Source: an optimization exercise on an open RTL-to-GDS flow (aim: small area, a short achievable clock period and few clock cycles). Production flows keep margins and buffers that such runs may drop. No functional check of the RTL was part of this run. Power figures rest on the tool's default switching activity, not on a simulated workload.

==> design.v <==
module mips_cpu_bus(
    input logic clk,
    input logic reset,
    output logic active,
    output logic[31:0] register_v0,
    output logic[31:0] address,
    output logic write,
    output logic read,
    input logic waitrequest,
    output logic[31:0] writedata,
    output logic[3:0] byteenable,
    input logic[31:0] readdata
);
    logic [29:0] fpc;           
    logic        inflight;      
    logic        f0;            
    logic        dbuf;          
    logic [31:0] ird;
    logic        ev;
    logic [31:0] ea, eb;
    logic [25:0] ei;            
    logic [29:0] epc4;          
    logic [4:0]  edst;          
    logic [3:0]  ealu;
    logic        eload, estore;
    logic [2:0]  emt;           
    logic        ebr, ejmp, ejr, elink;
    logic [2:0]  ebt;           
    logic        emthi, emtlo, emul, ediv, emsign, emf, emfhi;
    logic        wv;
    logic [4:0]  wdst;
    logic [31:0] wd;
    logic        wload;
    logic [2:0]  wmt;
    logic [1:0]  woff;
    logic        dv;
    logic [31:0] di;
    assign dv = dbuf | inflight;
    assign di = dbuf ? ird : readdata;
    wire [5:0] d_op = di[31:26];
    wire [4:0] d_rs = di[25:21];
    wire [4:0] d_rt = di[20:16];
    wire [4:0] d_rd = di[15:11];
    wire [5:0] d_fn = di[5:0];
    wire d_r      = d_op == 6'b000000;
    wire d_regimm = d_op == 6'b000001;
    wire d_j      = d_op == 6'b000010;
    wire d_jal    = d_op == 6'b000011;
    wire d_br4    = d_op[5:2] == 4'b0001;            
    wire d_immalu = d_op[5:3] == 3'b001;              
    wire d_load   = d_op[5:3] == 3'b100;
    wire d_store  = d_op[5:3] == 3'b101;
    wire d_jr     = d_r & (d_fn == 6'b001000);
    wire d_jalr   = d_r & (d_fn == 6'b001001);
    wire d_mfhi   = d_r & (d_fn == 6'b010000);
    wire d_mflo   = d_r & (d_fn == 6'b010010);
    wire d_mthi   = d_r & (d_fn == 6'b010001);
    wire d_mtlo   = d_r & (d_fn == 6'b010011);
    wire d_mul    = d_r & (d_fn[5:1] == 5'b01100);
    wire d_div    = d_r & (d_fn[5:1] == 5'b01101);
    wire d_ralu   = d_r & (d_fn[5] | (d_fn[5:3] == 3'b000));
    wire d_rlink  = d_regimm & d_rt[4];
    localparam ALU_ADD = 4'd0, ALU_SUB = 4'd1, ALU_AND = 4'd2, ALU_OR = 4'd3,
               ALU_XOR = 4'd4, ALU_SLT = 4'd5, ALU_SLTU = 4'd6,
               ALU_SLL = 4'd8, ALU_SRL = 4'd10, ALU_SRA = 4'd11,
               ALU_SLLV = 4'd12, ALU_SRLV = 4'd14, ALU_SRAV = 4'd15;
    logic [3:0] d_alu;
    always_comb begin
        d_alu = ALU_ADD;
        if (d_r) begin
            case (d_fn)
                6'b100011: d_alu = ALU_SUB;
                6'b100100: d_alu = ALU_AND;
                6'b100101: d_alu = ALU_OR;
                6'b100110: d_alu = ALU_XOR;
                6'b101010: d_alu = ALU_SLT;
                6'b101011: d_alu = ALU_SLTU;
                6'b000000: d_alu = ALU_SLL;
                6'b000010: d_alu = ALU_SRL;
                6'b000011: d_alu = ALU_SRA;
                6'b000100: d_alu = ALU_SLLV;
                6'b000110: d_alu = ALU_SRLV;
                6'b000111: d_alu = ALU_SRAV;
                default:   d_alu = ALU_ADD;
            endcase
        end else begin
            case (d_op[2:0])
                3'b010: d_alu = ALU_SLT;
                3'b011: d_alu = ALU_SLTU;
                3'b100: d_alu = ALU_AND;
                3'b101: d_alu = ALU_OR;
                3'b110: d_alu = ALU_XOR;
                default: d_alu = ALU_ADD;    
            endcase
        end
    end
    logic [4:0] d_dst;
    always_comb begin
        if (d_jal | d_rlink)                 d_dst = 5'd31;
        else if (d_ralu | d_mfhi | d_mflo | d_jalr) d_dst = d_rd;
        else if (d_immalu | d_load)          d_dst = d_rt;
        else                                 d_dst = 5'd0;
    end
    logic [31:0] d_imm;
    always_comb begin
        if (d_op[2:0] == 3'b111)      d_imm = {di[15:0], 16'd0};               
        else if (d_op[2])             d_imm = {16'd0, di[15:0]};               
        else                          d_imm = {{16{di[15]}}, di[15:0]};        
    end
    logic        rf_we;
    logic [4:0]  rf_wa;
    logic [31:0] rf_wd;
    logic [31:0] rf_a, rf_b;
    mips_cpu_registers regs(
        .clk(clk), .reset(reset),
        .we(rf_we), .wa(rf_wa), .wd(rf_wd),
        .ra(d_rs), .rda(rf_a),
        .rb(d_rt), .rdb(rf_b),
        .v0(register_v0)
    );
    logic [31:0] alu_y;
    logic [4:0]  alu_sa;
    assign alu_sa = ealu[2] ? ea[4:0] : ei[10:6];
    mips_cpu_ALU alu(.op(ealu), .a(ea), .b(eb), .sa(alu_sa), .y(alu_y));
    logic        md_busy;
    logic [31:0] md_hi, md_lo;
    logic        md_nhi, md_nlo, md_chi;
    logic        md_start;
    wire [31:0] agu = ea + {{16{ei[15]}}, ei[15:0]};
    wire [29:0] link = epc4 + 30'd1;
    logic [31:0] eres;
    always_comb begin
        if (elink)      eres = {link, 2'b00};
        else if (eload) eres = eb;
        else            eres = alu_y;
    end
    wire a_zero = (ea == 32'd0);
    wire a_neg  = ea[31];
    logic br_cond;
    always_comb begin
        case (ebt)
            3'b100:  br_cond = (ea == eb);           
            3'b101:  br_cond = (ea != eb);           
            3'b110:  br_cond = a_neg | a_zero;       
            3'b111:  br_cond = !a_neg & !a_zero;     
            3'b000:  br_cond = a_neg;                
            default: br_cond = !a_neg;               
        endcase
    end
    wire e_taken = ev & (ejmp | ejr | (ebr & br_cond));
    wire [29:0] bta = epc4 + {{14{ei[15]}}, ei[15:0]};
    wire [29:0] target = ejr ? ea[31:2] : ejmp ? {epc4[29:26], ei[25:0]} : bta;
    wire e_bus   = ev & (eload | estore);
    wire e_mdop  = emthi | emtlo | emul | ediv;
    wire e_md_stall = ev & (e_mdop | emf) & md_busy;
    wire e_br_wait  = e_taken & !dv;            
    logic halted;
    wire fetch_req = !halted && !e_bus && !(dv && f0) &&
                     (!dv || !ev || !(e_md_stall || e_br_wait));
    wire [29:0] faddr = (e_taken & dv) ? target : fpc;
    wire accepted = !waitrequest;
    wire e_done = ev & !e_md_stall & !e_br_wait &
                  !((e_bus | (e_taken & dv)) & waitrequest);
    wire e_free = !ev | e_done;
    wire d_uses_rs = !(d_j | d_jal);
    wire d_uses_rt = d_r | d_store | (d_op[5:1] == 5'b00010) | (d_op[5:3] == 3'b100 & d_op[1:0] == 2'b10);
    wire d_hazard = ev & eload & (edst != 5'd0) &
                    (((edst == d_rs) & d_uses_rs) | ((edst == d_rt) & d_uses_rt));
    wire d_adv = dv & !f0 & e_free & !d_hazard;
    assign md_start = e_done & (emul | ediv);
    wire [1:0] boff = agu[1:0];
    logic [3:0] be_mem;
    always_comb begin
        case (emt[1:0])
            2'b00: be_mem = 4'b0001 << boff;                                    
            2'b01: be_mem = boff[0] ? 4'b0000 : (boff[1] ? 4'b1100 : 4'b0011);  
            2'b11: be_mem = (boff == 2'b00) ? 4'b1111 : 4'b0000;                
            default: be_mem = eload ? ((emt[2] ? (4'b1111 << boff)               
                                               : (4'b1111 >> (2'd3 - boff))))    
                                    : 4'b0000;
        endcase
    end
    assign address    = e_bus ? {agu[31:2], 2'b00} : {faddr, 2'b00};
    assign read       = (ev & eload) | (!e_bus & fetch_req);
    assign write      = ev & estore;
    assign byteenable = e_bus ? be_mem : 4'b1111;
    assign writedata  = (emt[1:0] == 2'b00) ? {4{eb[7:0]}} :
                        (emt[1:0] == 2'b01) ? {2{eb[15:0]}} : eb;
    logic [31:0] ld;
    always_comb begin
        case (wmt)
            3'b000: case (woff)                                    
                2'd0: ld = {{24{readdata[7]}},  readdata[7:0]};
                2'd1: ld = {{24{readdata[15]}}, readdata[15:8]};
                2'd2: ld = {{24{readdata[23]}}, readdata[23:16]};
                default: ld = {{24{readdata[31]}}, readdata[31:24]};
            endcase
            3'b100: case (woff)                                    
                2'd0: ld = {24'd0, readdata[7:0]};
                2'd1: ld = {24'd0, readdata[15:8]};
                2'd2: ld = {24'd0, readdata[23:16]};
                default: ld = {24'd0, readdata[31:24]};
            endcase
            3'b001: ld = woff[1] ? {{16{readdata[31]}}, readdata[31:16]}
                                 : {{16{readdata[15]}}, readdata[15:0]};    
            3'b101: ld = woff[1] ? {16'd0, readdata[31:16]}
                                 : {16'd0, readdata[15:0]};                 
            3'b010: case (woff)                                    
                2'd0: ld = {readdata[7:0],  wd[23:0]};
                2'd1: ld = {readdata[15:0], wd[15:0]};
                2'd2: ld = {readdata[23:0], wd[7:0]};
                default: ld = readdata;
            endcase
            3'b110: case (woff)                                    
                2'd0: ld = readdata;
                2'd1: ld = {wd[31:24], readdata[31:8]};
                2'd2: ld = {wd[31:16], readdata[31:16]};
                default: ld = {wd[31:8], readdata[31:24]};
            endcase
            default: ld = readdata;                                
        endcase
    end
    wire w_misal = wload & ((wmt[1:0] == 2'b11 & woff != 2'b00) |
                            (wmt[1:0] == 2'b01 & woff[0]));
    wire [31:0] wval = wload ? ld : wd;
    assign rf_we = wv & (wdst != 5'd0) & !w_misal;
    assign rf_wa = wdst;
    assign rf_wd = wval;
    wire e_fwd = e_done & !eload & (edst != 5'd0);
    wire [31:0] d_a = (e_fwd && edst == d_rs) ? eres :
                      (rf_we && wdst == d_rs) ? wval : rf_a;
    wire [31:0] d_b0 = (e_fwd && edst == d_rt) ? eres :
                       (rf_we && wdst == d_rt) ? wval : rf_b;
    wire d_mf    = d_mfhi | d_mflo;
    wire d_mfneg = d_fn[1] ? md_nlo : md_nhi;
    wire d_mfc   = d_fn[1] | md_chi;
    wire e_mfneg = emfhi ? md_nhi : md_nlo;
    wire e_mfc   = !emfhi | md_chi;
    wire [31:0] d_b = d_immalu ? d_imm : d_mf ? (d_fn[1] ? md_lo : md_hi) : d_b0;
    always_ff @(posedge clk) begin
        if (reset) begin
            fpc      <= 30'h2FF00000;      
            inflight <= 1'b0;
            f0       <= 1'b0;
            dbuf     <= 1'b0;
            ev       <= 1'b0;
            wv       <= 1'b0;
            halted   <= 1'b0;
            active   <= 1'b1;
        end else begin
            inflight <= fetch_req & accepted;
            if (fetch_req & accepted) begin
                fpc <= faddr + 30'd1;
                f0  <= (faddr == 30'd0);
            end
            if (inflight & !d_adv) begin
                ird  <= readdata;
                dbuf <= 1'b1;
            end else if (d_adv) begin
                dbuf <= 1'b0;
            end
            if (e_free) ev <= d_adv;
            wv <= e_done & (edst != 5'd0);
            if (dv & f0 & !ev & !wv) begin
                halted <= 1'b1;
                active <= 1'b0;
            end
        end
        if (d_adv & e_free) begin
            ea    <= d_a | {32{d_mf & d_mfneg & !d_mfc}};
            eb    <= d_b;
            ei    <= di[25:0];
            epc4  <= fpc;
            edst  <= d_dst;
            ealu  <= (d_mf & d_mfneg) ? ALU_SUB : d_alu;
            eload <= d_load;
            estore<= d_store;
            emt   <= d_op[2:0];
            ebr   <= d_br4 | d_regimm;
            ebt   <= d_regimm ? {2'b00, d_rt[0]} : d_op[2:0];
            ejmp  <= d_j | d_jal;
            ejr   <= d_jr | d_jalr;
            elink <= d_jal | d_jalr | d_rlink;
            emthi <= d_mthi;
            emf   <= d_mf;
            emfhi <= d_mfhi;
            emtlo <= d_mtlo;
            emul  <= d_mul;
            ediv  <= d_div;
            emsign<= !d_fn[0];
        end
        if (ev & emf & !e_done) begin
            ea   <= {32{e_mfneg & !e_mfc}};
            eb   <= emfhi ? md_hi : md_lo;
            ealu <= e_mfneg ? ALU_SUB : ALU_ADD;
        end
        if (e_done) begin
            wdst  <= edst;
            wd    <= eres;
            wload <= eload;
            wmt   <= emt;
            woff  <= agu[1:0];
        end
    end
    mips_cpu_multiplier md(
        .clk(clk), .reset(reset),
        .start(md_start), .is_div(ediv), .sign(emsign),
        .a(ea), .b(eb),
        .wr_hi(e_done & emthi), .wr_lo(e_done & emtlo),
        .busy(md_busy), .hi_n(md_hi), .lo_n(md_lo),
        .nhi_n(md_nhi), .nlo_n(md_nlo), .chi_n(md_chi)
    );
endmodule
module mips_cpu_registers(
    input  logic        clk,
    input  logic        reset,
    input  logic        we,
    input  logic [4:0]  wa,
    input  logic [31:0] wd,
    input  logic [4:0]  ra,
    output logic [31:0] rda,
    input  logic [4:0]  rb,
    output logic [31:0] rdb,
    output logic [31:0] v0
);
    logic [31:0] r [1:31];
    wire  [31:0] wdm = reset ? 32'd0 : wd;
    genvar i;
    generate
        for (i = 1; i < 32; i = i + 1) begin : g_reg
            always_ff @(posedge clk)
                if (reset | (we & (wa == i))) r[i] <= wdm;
        end
    endgenerate
    always_comb begin
        rda = 32'd0;
        rdb = 32'd0;
        for (int k = 1; k < 32; k++) begin
            if (ra == k) rda = r[k];
            if (rb == k) rdb = r[k];
        end
    end
    assign v0 = r[2];
endmodule
module mips_cpu_ALU(
    input  logic [3:0]  op,
    input  logic [31:0] a,
    input  logic [31:0] b,
    input  logic [4:0]  sa,
    output logic [31:0] y
);
    wire sub = (op == 4'd1) | (op == 4'd5) | (op == 4'd6);
    wire [32:0] s = {1'b0, a} + {1'b0, b ^ {32{sub}}} + {32'd0, sub};
    wire slt  = (a[31] ^ b[31]) ? a[31] : s[31];
    wire sltu = ~s[32];
    wire left  = op[3] & ~op[1];           
    wire arith = op[3] & op[1] & op[0];    
    logic [31:0] x, r, sh;
    always_comb begin
        for (int k = 0; k < 32; k++) x[k] = left ? b[31-k] : b[k];
        r = $signed({arith & b[31], x}) >>> sa;
        for (int k = 0; k < 32; k++) sh[k] = left ? r[31-k] : r[k];
    end
    always_comb begin
        case (op)
            4'd0, 4'd1: y = s[31:0];
            4'd2:       y = a & b;
            4'd3:       y = a | b;
            4'd4:       y = a ^ b;
            4'd5:       y = {31'd0, slt};
            4'd6:       y = {31'd0, sltu};
            default:    y = sh;
        endcase
    end
endmodule
module mips_cpu_multiplier(
    input  logic        clk,
    input  logic        reset,
    input  logic        start,
    input  logic        is_div,
    input  logic        sign,
    input  logic [31:0] a,
    input  logic [31:0] b,
    input  logic        wr_hi,
    input  logic        wr_lo,
    output logic        busy,
    output logic [31:0] hi_n,       
    output logic [31:0] lo_n,
    output logic        nhi_n,
    output logic        nlo_n,
    output logic        chi_n       
);
    logic [31:0] hi, lo;
    logic        neg_hi, neg_lo, c_hi;
    localparam S_IDLE = 3'd0, S_ABSB = 3'd1, S_MUL = 3'd2, S_DCHK = 3'd3,
               S_NORM = 3'd4, S_DIV = 3'd5;
    logic [2:0]  st;
    logic        hix;               
    logic [32:0] c;
    logic        cin;
    logic [5:0]  cnt;
    logic [31:0] m;
    assign busy = (st != S_IDLE);
    logic [32:0] ax, ay;
    logic        aci;
    logic [33:0] asum;
    always_comb begin
        ax = {1'b0, hi}; ay = {1'b1, ~m}; aci = 1'b1;
        case (st)
            S_IDLE: begin ax = 33'd0; ay = {1'b1, ~a}; aci = 1'b1; end
            S_ABSB: begin ax = 33'd0; ay = {1'b1, ~m}; aci = 1'b1; end
            S_MUL:  begin ax = {hix, hi}; ay = c;       aci = cin;  end
            S_NORM: begin ax = {1'b0, hi}; ay = ~{1'b0, m[30:0], 1'b0}; aci = 1'b1; end
            default: ;    
        endcase
    end
    assign asum = {1'b0, ax} + {1'b0, ay} + {33'd0, aci};
    wire ge = asum[33] | (st == S_MUL);    
    logic [36:0] p0, p1, p2, p3, sv, cv, s1, c1, s2, c2, s3, c3, s4, c4;
    logic [4:0]  low;
    always_comb begin
        sv = {4'd0, hix, hi};
        cv = {4'd0, c};
        p0 = lo[0] ? {5'd0, m}        : 37'd0;
        p1 = lo[1] ? {4'd0, m, 1'b0}  : 37'd0;
        p2 = lo[2] ? {3'd0, m, 2'b0}  : 37'd0;
        p3 = lo[3] ? {2'd0, m, 3'b0}  : 37'd0;
        s1 = sv ^ cv ^ p0;
        c1 = {((sv & cv) | (sv & p0) | (cv & p0)), cin};    
        s2 = p1 ^ p2 ^ p3;
        c2 = ((p1 & p2) | (p1 & p3) | (p2 & p3)) << 1;
        s3 = s1 ^ c1[36:0] ^ s2;
        c3 = ((s1 & c1[36:0]) | (s1 & s2) | (c1[36:0] & s2)) << 1;
        s4 = s3 ^ c3 ^ c2;
        c4 = ((s3 & c3) | (s3 & c2) | (c3 & c2)) << 1;
        low = {1'b0, s4[3:0]} + {1'b0, c4[3:0]};
    end
    function automatic [4:0] clz32(input [31:0] x);
        clz32 = 5'd0;
        for (int k = 0; k < 32; k++) if (x[k]) clz32 = 5'd31 - k[4:0];
    endfunction
    wire [4:0] nsh = clz32(m) - clz32(hi);
    wire [31:0] r1 = ge ? asum[31:0] : hi;
    wire [32:0] sum2 = {1'b0, r1} + {1'b0, ~{1'b0, m[31:1]}} + 33'd1;
    wire ge2 = sum2[32];
    wire na = sign & a[31];
    wire nb = sign & b[31];
    wire [31:0] am = a ^ {32{na}};
    wire [31:0] bm = b ^ {32{nb}};
    logic [2:0]  st_n;
    logic        hix_n, cin_n;
    logic [32:0] c_n;
    logic [5:0]  cnt_n;
    logic [31:0] m_n;
    always_comb begin
        st_n = st; hix_n = hix; cin_n = cin; c_n = c; cnt_n = cnt; m_n = m;
        hi_n = hi; lo_n = lo; nhi_n = neg_hi; nlo_n = neg_lo; chi_n = c_hi;
        case (st)
            S_IDLE: begin
                if (wr_hi) begin hi_n = a; nhi_n = 1'b0; chi_n = 1'b1; end
                if (wr_lo) begin lo_n = a; nlo_n = 1'b0; end
                if (start) begin
                    cnt_n = 6'd0;
                    if (is_div) begin
                        hi_n  = na ? asum[31:0] : a;
                        m_n   = b;
                        lo_n  = 32'd0;
                        nlo_n = na ^ nb;
                        nhi_n = na;
                        chi_n = 1'b1;
                        st_n  = nb ? S_ABSB : S_DCHK;
                    end else begin
                        m_n   = am;
                        lo_n  = bm;
                        hi_n  = na ? bm : 32'd0;
                        hix_n = 1'b0;
                        c_n   = nb ? {1'b0, am} : 33'd0;
                        cin_n = na & nb;
                        nlo_n = na ^ nb;
                        nhi_n = na ^ nb;
                        st_n  = S_MUL;
                    end
                end
            end
            S_ABSB: begin
                m_n  = asum[31:0];
                st_n = S_DCHK;
            end
            S_MUL: begin
                if (cnt[3]) begin
                    hi_n  = asum[31:0];
                    chi_n = (lo == 32'd0);
                    st_n  = S_IDLE;
                end else begin
                    {hix_n, hi_n} = s4[36:4];
                    c_n   = c4[36:4];
                    cin_n = low[4];
                    lo_n  = {low[3:0], lo[31:4]};
                    cnt_n = cnt + 6'd1;
                end
            end
            S_DCHK: begin
                if (m == 32'd0) begin
                    hi_n = 32'd0;
                    st_n = S_IDLE;
                end else if (!ge) begin
                    st_n = S_IDLE;
                end else begin
                    st_n = S_NORM;
                end
            end
            S_NORM: begin
                m_n   = m << nsh;
                cnt_n = {1'b0, nsh};
                st_n  = S_DIV;
            end
            S_DIV: begin
                if (cnt == 6'd0) begin
                    if (ge) hi_n = asum[31:0];
                    lo_n = {lo[30:0], ge};
                    st_n = S_IDLE;
                end else begin
                    hi_n = ge2 ? sum2[31:0] : r1;
                    lo_n = {lo[29:0], ge, ge2};
                    m_n  = {2'b0, m[31:2]};
                    cnt_n = cnt - 6'd2;
                    if (cnt == 6'd1) st_n = S_IDLE;
                end
            end
            default: st_n = S_IDLE;
        endcase
    end
    always_ff @(posedge clk) begin
        if (reset) begin
            st     <= S_IDLE;
            hi     <= 32'd0;
            lo     <= 32'd0;
            neg_hi <= 1'b0;
            neg_lo <= 1'b0;
            c_hi   <= 1'b1;
        end else begin
            st     <= st_n;
            hi     <= hi_n;
            lo     <= lo_n;
            neg_hi <= nhi_n;
            neg_lo <= nlo_n;
            c_hi   <= chi_n;
        end
        hix <= hix_n;
        cin <= cin_n;
        c   <= c_n;
        cnt <= cnt_n;
        m   <= m_n;
    end
endmodule
==> run.sh <==
#!/bin/bash
# synth_recipe.tcl (not shown) runs the flow's synth.tcl, then flattens the netlist and writes it again
# the make line also repeats each setting of config.mk as NAME=value (left out here)
make -C /OpenROAD-flow-scripts/flow DESIGN_CONFIG=/design/flow/config.mk WORK_HOME=/design/flow/orfs CLKGATE_MAP_FILE= SYNTH_SCRIPT=/design/flow/synth_recipe.tcl finish
==> config.mk <==
export PLATFORM = sky130hd
export DESIGN_NAME = mips_cpu_bus
export DESIGN_NICKNAME = mips_cpu_bus
export VERILOG_FILES = /design/flow/design.v
export SDC_FILE = /design/flow/constraint.sdc
export NUM_CORES = 8
export LEC_CHECK = 0
export CAP_MARGIN = 20
export CORE_MARGIN = 2
export CORE_UTILIZATION = 40
export SETUP_SLACK_MARGIN = 5
export SLEW_MARGIN = 20
==> constraint.sdc <==
create_clock -name core_clock -period 12.5 [get_ports {clk}]
set_input_delay 2.5000 -clock core_clock [delete_from_list [all_inputs] [get_ports {clk}]]
set_output_delay 2.5000 -clock core_clock [all_outputs]
set_load 0.01 [all_outputs]
==> results.rst <==
.. list-table::
   :header-rows: 1

   * - Metric
     - Value
   * - Total number of vias
     - 92900
   * - Number of placed I/O pins
     - 138
   * - First-pass GRT wire length
     - 693500 um
   * - Post-DRT Antenna Nets
     - 0
   * - Fraction of post-synthesis cell area in the top cell type by area
     - 41.41%
   * - Synth Instances
     - 9482
   * - Utilization of the core after routing
     - 46.14%
   * - Setup-failing EPs final
     - 0
   * - Final worst clock skew
     - 84.86 ps
   * - Number of instances in the placed design
     - 12370
   * - Combined global-route utilization of all metal layers
     - 41.14%
   * - Pin count of the biggest net entering global routing
     - 69
   * - Iteration-0 DRC Markers
     - 18130
   * - Hold Fails Final Rpt
     - 0
   * - Upper clock frequency limit
     - 0.1290 GHz
   * - Number of distinct standard cells referenced by the synthesized netlist
     - 119
   * - Fillers
     - 21870
   * - Number of antenna violations at the first check in global routing
     - 34
   * - Maximum net fanout on the critical path
     - 21
   * - Buffering stage count on the worst path with inverters included
     - 5
   * - Clock insertion delay at the later pin of the skew report
     - 870 ps
   * - Most used flip-flop cell after synthesis
     - edfxtp_1
   * - FF+latch count, synth
     - 1393
   * - Number of remaining DRC errors
     - 0
   * - Cell types occupying the most area after synthesis
     - edfxtp_1, a21oi_1, o21ai_0
   * - CP cell instances
     - clkdlybuf4s50_1 -> buf_4 -> mux2i_1 -> buf_4 -> inv_1 -> o21ai_0 -> nor2_2 -> buf_4 -> a22oi_1 -> nand3_1 -> a221oi_1 -> a21oi_1 -> o21ai_0 -> a31oi_1 -> a22o_1 -> a2111oi_0 -> a21oi_1
   * - Via count of the first global-routing pass
     - 86470
   * - Clock root cell
     - clkbuf_16
   * - Clock buffers created by TritonCTS
     - 159
   * - Classification of the worst setup path
     - in2reg
   * - Syn. warnings
     - 5
   * - Via-to-Cell Ratio
     - 7.265
   * - Floorplan die height
     - 486.8 um
   * - Total Routed Length
     - 505200 um
   * - Power per cell area
     - 226.3 nW/um^2
   * - Total number of placement rows
     - 177
   * - Worst slew slack as a fraction of its limit
     - 6.405%
   * - Type of the worst min-delay path
     - reg2reg
   * - CTS HTree Levels
     - 4
   * - Final Max Slew Viols
     - 0
   * - Estimated wirelength of the detail-placed design
     - 353200 um
   * - Critical Path Source Type
     - input port
   * - Leak
     - 38.94 nW
   * - Fraction of final layout cells with drive strength greater than 1
     - 13.89%
   * - Remaining Overflow, GRT
     - 0
   * - Max-cap violations
     - 0
   * - Number of buffer cells added on primary ports
     - 135
   * - Cell count of the worst hold path
     - 1
   * - Sequential-to-total area share from yosys stat
     - 43.71%
   * - Unrepaired setup endpoints after global routing
     - yes
   * - Measured slew at the worst slew-check pin
     - 1404 ps
   * - Area enclosed by the die boundary
     - 237000 sq um
   * - Cell repeated most along the worst path
     - buf_4
   * - Worst hold slack after final layout
     - 458.0 ps
   * - Worst Path Arrival
     - 8290 ps
   * - Largest delay share family, worst path
     - compound AO/OA/AOI/OAI gates
   * - Data required time at the worst endpoint
     - 13030 ps
   * - Number of sinks handled by clock tree synthesis
     - 1393
   * - Clock slew at reported path FFs
     - 60 ps
   * - IR Drop Worst-Case VDD
     - 0.0003882 V
   * - Async SR Flop Fraction
     - 0%
   * - Detail-routed net length per standard cell
     - 39.51 um
   * - Number of stages on the worst setup path
     - 17
   * - CTS tree
     - built
   * - Area leader, netlist
     - edfxtp_1
   * - Synth Cell Area
     - 93250 sq um
   * - Number of nets in the layout
     - 9989
   * - Initial cell density of the core
     - 40.18%
   * - Worst path slowest cell
     - a2111oi_0
   * - Clock Tree Buf Depth
     - 3
   * - Setup total negative slack
     - 0 ps
   * - DIE WIDTH
     - 486.8 um
   * - Kind of end point of the critical path
     - flop
   * - Footprint of the multi-input gates
     - 50230 sq um
   * - Register cell area after layout
     - 40770 sq um
   * - Clock period minus final worst setup slack
     - 7753 ps
   * - Final Non-Filler Cells
     - 12790
   * - Result of the run
     - complete, no violations
   * - Global placer's final weighted congestion
     - 1.071
   * - Biggest cell delay along the critical path
     - 990 ps
   * - Synthesized area per cell
     - 9.834 sq um
   * - Most common cell after layout, fill and taps aside
     - edfxtp_1
   * - Core area
     - 232100 sq um
   * - Most used cells in the layout excluding fill and tap cells
     - edfxtp_1, nand2_1, nor2_1
   * - FF-to-FF path depth
     - 33
   * - Period utilisation layout
     - 62.03%
   * - Area delta synth->final
     - 14.84%
   * - Count of flip-flops with a built-in enable after synthesis
     - 1286
   * - Length of the first detailed-routing pass in iterations
     - 13
[cells in the mapped netlist (34+ instances only)]
cell / n
buf_1: 74
a21oi_1: 676
o22ai_1: 349
nor3_1: 215
and3_1: 70
or3_1: 35
nor2b_1: 50
mux2_2: 81
mux4_2: 66
a211oi_1: 155
and2_1: 205
nand2b_1: 63
o22a_1: 51
o221ai_1: 90
xnor2_1: 205
a22oi_1: 315
nand4_1: 83
mux2i_1: 257
clkbuf_1: 566
o21ai_0: 657
a31oi_1: 81
ha_1: 238
o21a_1: 68
a222oi_1: 111
dfxtp_1: 107
o31ai_1: 48
nor4_1: 79
fa_1: 132
a221oi_1: 147
a22o_1: 34
edfxtp_1: 1286
a21o_1: 89
o211ai_1: 97
xor2_1: 66
buf_2: 66
inv_1: 215
nand2_1: 788
nor2_1: 748
nand3_1: 228
[worst register-to-register path: cells and delay by family (launching register included)]
family          cells  cell delay [ps]
compound gates     15             2930
buf+inv             9             1340
mux                 3              690
fa+ha+maj           3              900
flops               1              390
simple gates        3              770
[registers in the layout, summed over array words and instances (netlist names), 2 cells and up]
signal,flops
ea,32
ealu,4
eb,32
ebt,3
edst,5
ei,26
emt,3
epc4,30
fpc,30
ird,32
md.c,32
md.cnt,6
md.hi,32
md.lo,32
md.m,32
md.st,3
regs.r,992
wd,32
wdst,5
wmt,3
woff,2
[per-layer routing]
| layer | global-route usage (%) | share of wire (%) | vias to the layer above |
|---|---|---|---|
| li1 | - | - | 37060 |
| met1 | 50.82 | 35 | 45440 |
| met2 | 59.88 | 42 | 8315 |
| met3 | 12.99 | 13 | 2057 |
| met4 | 31.10 | 9.7 | 30 |
| met5 | 0 | 0.055 | - |
[worst paths after layout]
check / endpoint / slack, ps / start
max: eb[18] / 4750 / readdata[20]
min: active / 460 / active
max reg2reg: eb[11] / 5170 / ea[0]
min reg2reg: active / 460 / active
[report_power, final]
part           switching (mW)  internal (mW)
combinational            8.70           4.10
sequential              0.599           5.77
clock                    2.21           2.86
total                    11.5           12.7
[stage by stage]
stage                     total power [mW]  setup WS [ps]  area (sq um)
after floorplan                      13.05           5060         93250
after global placement               18.06           3314         99460
after detailed placement             18.05           3187         99490
after CTS                            23.32           4866        106200
after global routing                 24.76           4881        107000
final                                24.24           4747        107100
[logic make-up (layout without fill, tap and decap cells)]
group                    count (synthesis)  count (layout)  synth area share (%)
AND/OR/NAND/NOR                       2707            2707                 13.73
flip-flops                            1393            1393                 43.71
buffers and inverters                  968            1204                 4.147
other                                    1              27              0.004021
multiplexers                           413             413                 5.533
adder cells (fa/ha/maj)                370             370                 6.027
XOR/XNOR                               271             271                 2.545
AO/OA/AOI/OAI                         3359            3359                 24.30
[area by class of cell]
cell class | instances | area share (%)
Sequential cell | 1393 | 38.07
Tap cell | 3043 | 3.556
Clock buffer | 185 | 3.873
Timing Repair Buffer | 681 | 5.361
Multi-Input combinational cell | 7122 | 46.91
Inverter | 227 | 0.8389
Antenna cell | 25 | 0.05842
Clock inverter | 111 | 1.327
[what timing repair did]
item / CTS / global route
hold buffers: 0 / 0
endpoints found under the setup margin: 95 / 81
pin swaps: 20 / 34
gates resized for setup: 177 / 118
gates cloned: 3 / 1
buffers inserted: 50 / 34

## what the ideal ports hide
The results above use ideal ports. As a check the final layout listed here was re-extracted and re-timed, cells and wires unchanged. Step 1: set_driving_cell puts a clkbuf_16 on clk and a buf_2 on each other input, an assumption about the parent block. Step 2 also shifts input and output timing later by t, the mid clock arrival at the registers, as if the neighbouring blocks saw the same clock. Three values: ideal ports, drivers, drivers and shift; two values: the first two.
t (ns): 0.925
slack for setup (ns): 4.747 / 4.817 / 3.891
hold WS [ns]: 0.458 / 0.458 / 0.458
latest minus earliest clock arrival (ns): 0.085 / 0.085
worst register clock-pin slew, ns: 0.08 / 0.08
After both steps this run still meets setup and hold. For this run, drivers alone change the setup slack by +0.070 ns; drivers and shift together by -0.856 ns.
